This is an optimization exercise on Yosys and OpenROAD, whose aim is a short achievable clock period and few clock cycles, not a production implementation. Only simulation tests tie the RTL to the original design; equivalence was not proved.

==> 12-24 <==
## CPU
module CPU(
    input  logic        clk,
    input  logic        rst,
    output logic [31:0] im_addr,
    input  logic [31:0] im_rdata,
    output logic [31:0] dm_addr,
    output logic [31:0] dm_wdata,
    output logic [3:0]  dm_web,
    input  logic [31:0] dm_rdata
);
localparam int BI   = 5;             
localparam int BN   = 1 << BI;       
localparam int TL   = BI + 2;        
logic [31:0] pc;
logic [31:0] pc_next;
logic [31:0] if_pc4;
logic        if_hit;
logic [31:1] if_tgt;
logic [BN-1:0]   btb_v;
logic [31:TL-1]  btb_tag [BN];       
logic [31:1]     btb_tgt [BN];
logic        id_valid;
logic [31:0] id_pc;
logic [31:0] id_instr;
logic [31:0] id_bjimm;
logic [5:0]  id_cs;                  
logic        id_ptk;
logic [31:1] id_ptgt;
logic [6:0]  id_op;
logic [4:0]  id_rd, id_rs1, id_rs2;
logic [2:0]  id_f3;
logic        id_f7b5;
logic        id_lui, id_auipc, id_jal, id_jalr, id_br, id_load, id_store, id_opimm, id_oprr;
logic        id_ctrl;
logic        id_use1, id_use2;
logic        id_regwrite;
logic [31:0] id_imm;
logic [31:0] id_pc4;
logic [31:0] id_btgt;
logic [31:0] id_rs1v, id_rs2v;
logic        id_ret, id_call;
logic        stall;
logic        id_redir;
logic        id_new_ptk;
logic [31:1] id_new_ptgt;
logic [31:0] ras [4];
logic [1:0]  ras_sp;
logic [2:0]  ras_cnt;
logic        ex_valid;
logic [31:0] ex_pc;
logic [31:0] ex_pc4;
logic [31:0] ex_btgt;
logic [31:0] ex_a, ex_b, ex_s;
logic        ex_fa_m, ex_fb_m, ex_fs_m;
logic        ex_fa_mn;               
logic [31:0] ex_ax;                  
logic [4:0]  ex_rd;
logic [2:0]  ex_f3;
logic        ex_jal, ex_jalr, ex_br, ex_load, ex_store, ex_regwrite;
  ...
==> flow/config.mk <==
export PLATFORM = sky130hd
export DESIGN_NAME = CPU
export DESIGN_NICKNAME = CPU
export VERILOG_FILES = /design/flow/design.v
export SDC_FILE = /design/flow/constraint.sdc
export NUM_CORES = 4
export LEC_CHECK = 0
export ABC_CLOCK_PERIOD_IN_PS = 1000
export CAP_MARGIN = 20
export CORE_MARGIN = 2
export CORE_UTILIZATION = 40
export PLACE_DENSITY = 0.6
export SETUP_SLACK_MARGIN = 5
export SLEW_MARGIN = 20
==> flow/constraint.sdc <==
create_clock -name core_clock -period 8.5 [get_ports {clk}]
set_input_delay 1.7000 -clock core_clock [delete_from_list [all_inputs] [get_ports {clk}]]
set_output_delay 1.7000 -clock core_clock [all_outputs]
set_load 0.01 [all_outputs]
run.sh (not shown) runs the stock make flow with config.mk's settings and CLKGATE_MAP_FILE= SYNTH_SCRIPT=/design/flow/synth_recipe.tcl, a recipe that flattens the netlist after the stock synthesis.
==> 09-28 (differences from 12-24) <==
--- a/flow/design.v
+++ b/flow/design.v
@@ -123,19 +123,18 @@
 logic        ex_jal, ex_jalr, ex_br, ex_load, ex_store, ex_regwrite;
 logic        ex_ptk;
 logic        ex_rt, ex_rn;           
 logic [5:0]  ex_cs;                  
 logic        ex_call, ex_ret;
 logic [31:0] ex_imm;
 logic        jalr_ok;
 logic [31:0] ex_jd, ex_ju, ex_jv;      
-logic        ex_r_slt, ex_r_sltu, ex_r_xor, ex_r_or, ex_r_and, ex_r_sll, ex_r_srl, ex_r_pc4;
+logic        ex_r_sum, ex_r_slt, ex_r_sltu, ex_r_xor, ex_r_or, ex_r_and, ex_r_sll, ex_r_srl, ex_r_pc4;
 logic        ex_sub, ex_sra;
-logic        ex_r_add;               
 logic        ex_isadd;               
 logic [31:0] a, b, s;
 logic [31:0] sum;
 logic [31:0] ex_result;
 logic        cond, ex_taken;
 logic        ex_redir;
 logic [31:0] ex_tgt;
 logic [3:0]  ex_web;
@@ -422,20 +421,19 @@
     ex_br   <= id_br;
     ex_load <= id_load;
     ex_store <= id_store;
     ex_regwrite <= id_regwrite;
     ex_ptk   <= id_new_ptk;
     ex_rt    <= id_br && !id_new_ptk;
     ex_rn    <= id_br && id_new_ptk;
     ex_cs    <= {id_f3 == 3'b111, id_f3 == 3'b110, id_f3 == 3'b101, id_f3 == 3'b100, id_f3 == 3'b001, id_f3 == 3'b000};
+    ex_r_sum  <= (id_oprr && (id_f3 == 3'b000)) || (id_opimm && id_f3 == 3'b000) ||
+                 id_lui || id_auipc || id_load || id_store || id_jalr || id_br;
     ex_sub    <= id_oprr && (id_f3 == 3'b000) && id_f7b5;
-    ex_r_add  <= ((id_oprr && (id_f3 == 3'b000)) || (id_opimm && id_f3 == 3'b000) ||
-                  id_lui || id_auipc || id_load || id_store || id_jalr || id_br) &&
-                 !(id_oprr && (id_f3 == 3'b000) && id_f7b5);
     ex_r_slt  <= (id_oprr || id_opimm) && (id_f3 == 3'b010) && !(id_oprr && id_f7b5);
     ex_r_sltu <= (id_oprr || id_opimm) && (id_f3 == 3'b011) && !(id_oprr && id_f7b5);
     ex_r_xor  <= (id_oprr || id_opimm) && (id_f3 == 3'b100) && !(id_oprr && id_f7b5);
     ex_r_or   <= (id_oprr || id_opimm) && (id_f3 == 3'b110) && !(id_oprr && id_f7b5);
     ex_r_and  <= (id_oprr || id_opimm) && (id_f3 == 3'b111) && !(id_oprr && id_f7b5);
     ex_r_sll  <= (id_oprr || id_opimm) && (id_f3 == 3'b001) && !(id_oprr && id_f7b5);
     ex_r_srl  <= (id_oprr || id_opimm) && (id_f3 == 3'b101);
     ex_sra    <= id_f7b5;
@@ -448,18 +446,17 @@
 logic [31:0] a_add, b_add;
 assign a_add = ex_fa_mn ? ex_ax : ex_sub ? mem_resn : mem_result;
 assign b_add = ex_fb_m ? mem_result : ex_b;
 ks_add32 u_ex_add(.x(a_add), .y(b_add), .cin(1'b0), .s(sum));
 logic slt_eq, slt_ltu, slt_lt;
 cmp32 u_slt_cmp(.x(a), .y(b), .eq(slt_eq), .ltu(slt_ltu), .lt(slt_lt));
 always_comb begin
     ex_result = 32'b0;
-    if (ex_r_add)  ex_result = ex_result | sum;
-    if (ex_sub)    ex_result = ex_result | ~sum;                     
+    if (ex_r_sum)  ex_result = ex_result | (sum ^ {32{ex_sub}});    
     if (ex_r_slt)  ex_result = ex_result | {31'b0, slt_lt};
     if (ex_r_sltu) ex_result = ex_result | {31'b0, slt_ltu};
     if (ex_r_xor)  ex_result = ex_result | (a ^ b);
     if (ex_r_or)   ex_result = ex_result | (a | b);
     if (ex_r_and)  ex_result = ex_result | (a & b);
     if (ex_r_sll)  ex_result = ex_result | (a << b[4:0]);
     if (ex_r_srl)  ex_result = ex_result | 32'($signed({ex_sra & a[31], a}) >>> b[4:0]);
     if (ex_r_pc4)  ex_result = ex_pc4;
CORE_UTILIZATION = 55   (was 40)
PLACE_DENSITY = 0.75   (was 0.6)
==> 10-26 (differences from 12-24) <==
--- a/flow/design.v
+++ b/flow/design.v
@@ -123,19 +123,18 @@
 logic        ex_jal, ex_jalr, ex_br, ex_load, ex_store, ex_regwrite;
 logic        ex_ptk;
 logic        ex_rt, ex_rn;           
 logic [5:0]  ex_cs;                  
 logic        ex_call, ex_ret;
 logic [31:0] ex_imm;
 logic        jalr_ok;
 logic [31:0] ex_jd, ex_ju, ex_jv;      
-logic        ex_r_slt, ex_r_sltu, ex_r_xor, ex_r_or, ex_r_and, ex_r_sll, ex_r_srl, ex_r_pc4;
+logic        ex_r_sum, ex_r_slt, ex_r_sltu, ex_r_xor, ex_r_or, ex_r_and, ex_r_sll, ex_r_srl, ex_r_pc4;
 logic        ex_sub, ex_sra;
-logic        ex_r_add;               
 logic        ex_isadd;               
 logic [31:0] a, b, s;
 logic [31:0] sum;
 logic [31:0] ex_result;
 logic        cond, ex_taken;
 logic        ex_redir;
 logic [31:0] ex_tgt;
 logic [3:0]  ex_web;
@@ -422,20 +421,19 @@
     ex_br   <= id_br;
     ex_load <= id_load;
     ex_store <= id_store;
     ex_regwrite <= id_regwrite;
     ex_ptk   <= id_new_ptk;
     ex_rt    <= id_br && !id_new_ptk;
     ex_rn    <= id_br && id_new_ptk;
     ex_cs    <= {id_f3 == 3'b111, id_f3 == 3'b110, id_f3 == 3'b101, id_f3 == 3'b100, id_f3 == 3'b001, id_f3 == 3'b000};
+    ex_r_sum  <= (id_oprr && (id_f3 == 3'b000)) || (id_opimm && id_f3 == 3'b000) ||
+                 id_lui || id_auipc || id_load || id_store || id_jalr || id_br;
     ex_sub    <= id_oprr && (id_f3 == 3'b000) && id_f7b5;
-    ex_r_add  <= ((id_oprr && (id_f3 == 3'b000)) || (id_opimm && id_f3 == 3'b000) ||
-                  id_lui || id_auipc || id_load || id_store || id_jalr || id_br) &&
-                 !(id_oprr && (id_f3 == 3'b000) && id_f7b5);
     ex_r_slt  <= (id_oprr || id_opimm) && (id_f3 == 3'b010) && !(id_oprr && id_f7b5);
     ex_r_sltu <= (id_oprr || id_opimm) && (id_f3 == 3'b011) && !(id_oprr && id_f7b5);
     ex_r_xor  <= (id_oprr || id_opimm) && (id_f3 == 3'b100) && !(id_oprr && id_f7b5);
     ex_r_or   <= (id_oprr || id_opimm) && (id_f3 == 3'b110) && !(id_oprr && id_f7b5);
     ex_r_and  <= (id_oprr || id_opimm) && (id_f3 == 3'b111) && !(id_oprr && id_f7b5);
     ex_r_sll  <= (id_oprr || id_opimm) && (id_f3 == 3'b001) && !(id_oprr && id_f7b5);
     ex_r_srl  <= (id_oprr || id_opimm) && (id_f3 == 3'b101);
     ex_sra    <= id_f7b5;
@@ -448,18 +446,17 @@
 logic [31:0] a_add, b_add;
 assign a_add = ex_fa_mn ? ex_ax : ex_sub ? mem_resn : mem_result;
 assign b_add = ex_fb_m ? mem_result : ex_b;
 ks_add32 u_ex_add(.x(a_add), .y(b_add), .cin(1'b0), .s(sum));
 logic slt_eq, slt_ltu, slt_lt;
 cmp32 u_slt_cmp(.x(a), .y(b), .eq(slt_eq), .ltu(slt_ltu), .lt(slt_lt));
 always_comb begin
     ex_result = 32'b0;
-    if (ex_r_add)  ex_result = ex_result | sum;
-    if (ex_sub)    ex_result = ex_result | ~sum;                     
+    if (ex_r_sum)  ex_result = ex_result | (sum ^ {32{ex_sub}});    
     if (ex_r_slt)  ex_result = ex_result | {31'b0, slt_lt};
     if (ex_r_sltu) ex_result = ex_result | {31'b0, slt_ltu};
     if (ex_r_xor)  ex_result = ex_result | (a ^ b);
     if (ex_r_or)   ex_result = ex_result | (a | b);
     if (ex_r_and)  ex_result = ex_result | (a & b);
     if (ex_r_sll)  ex_result = ex_result | (a << b[4:0]);
     if (ex_r_srl)  ex_result = ex_result | 32'($signed({ex_sra & a[31], a}) >>> b[4:0]);
     if (ex_r_pc4)  ex_result = ex_pc4;
==> notes.md <==
The lowest first-iteration DRC count belongs to 10-26, the highest to 09-28.
Sequential share of layout area: 09-28 is higher than 10-26 (0.11 points).
Count of clock-buffer cells in the layout, lowest first: 12-24, 09-28, 10-26.
Synthesized cell count is the same in 10-26 and 09-28.
Testbench counts of 12-24, summed over its fixed seeds: cycles 114,600.
Testbench counts of 09-28, summed over its fixed seeds: cycles 114,600.
Testbench counts of 10-26, summed over its fixed seeds: cycles 114,600.

-- static timing again, ports no longer ideal --
No port has a modelled driver above. Below, the same layouts with a new extraction and two added sets of constraints.
Step 1 assumes that a clkbuf_16 drives the clock port and a buf_2 every other input.
Step 2 also shifts input and output timing later by t, the mid clock arrival at the registers, as if the neighbouring blocks saw the same clock.
Slacks: no drivers / after step 1 / after step 2; pairs: no drivers / after step 1.
| run | t (ns) | slack for setup (ns) | worst slew at a driven data input, ns | pins driven straight from the clock port |
|---|---|---|---|---|
| 12-24 | 1.054 | 4.529 / 4.529 / 3.932 | 0.23 | 1 |
| 09-28 | 1.053 | 4.643 / 4.643 / 3.938 | 0.30 | 1 |
| 10-26 | 1.091 | 4.700 / 4.700 / 3.960 | 0.22 | 1 |
After both steps setup and hold are still met in every run listed. The setup slack of 10-26, which loses most, moves by 0.000 ns with the drivers and by -0.740 ns with both steps.
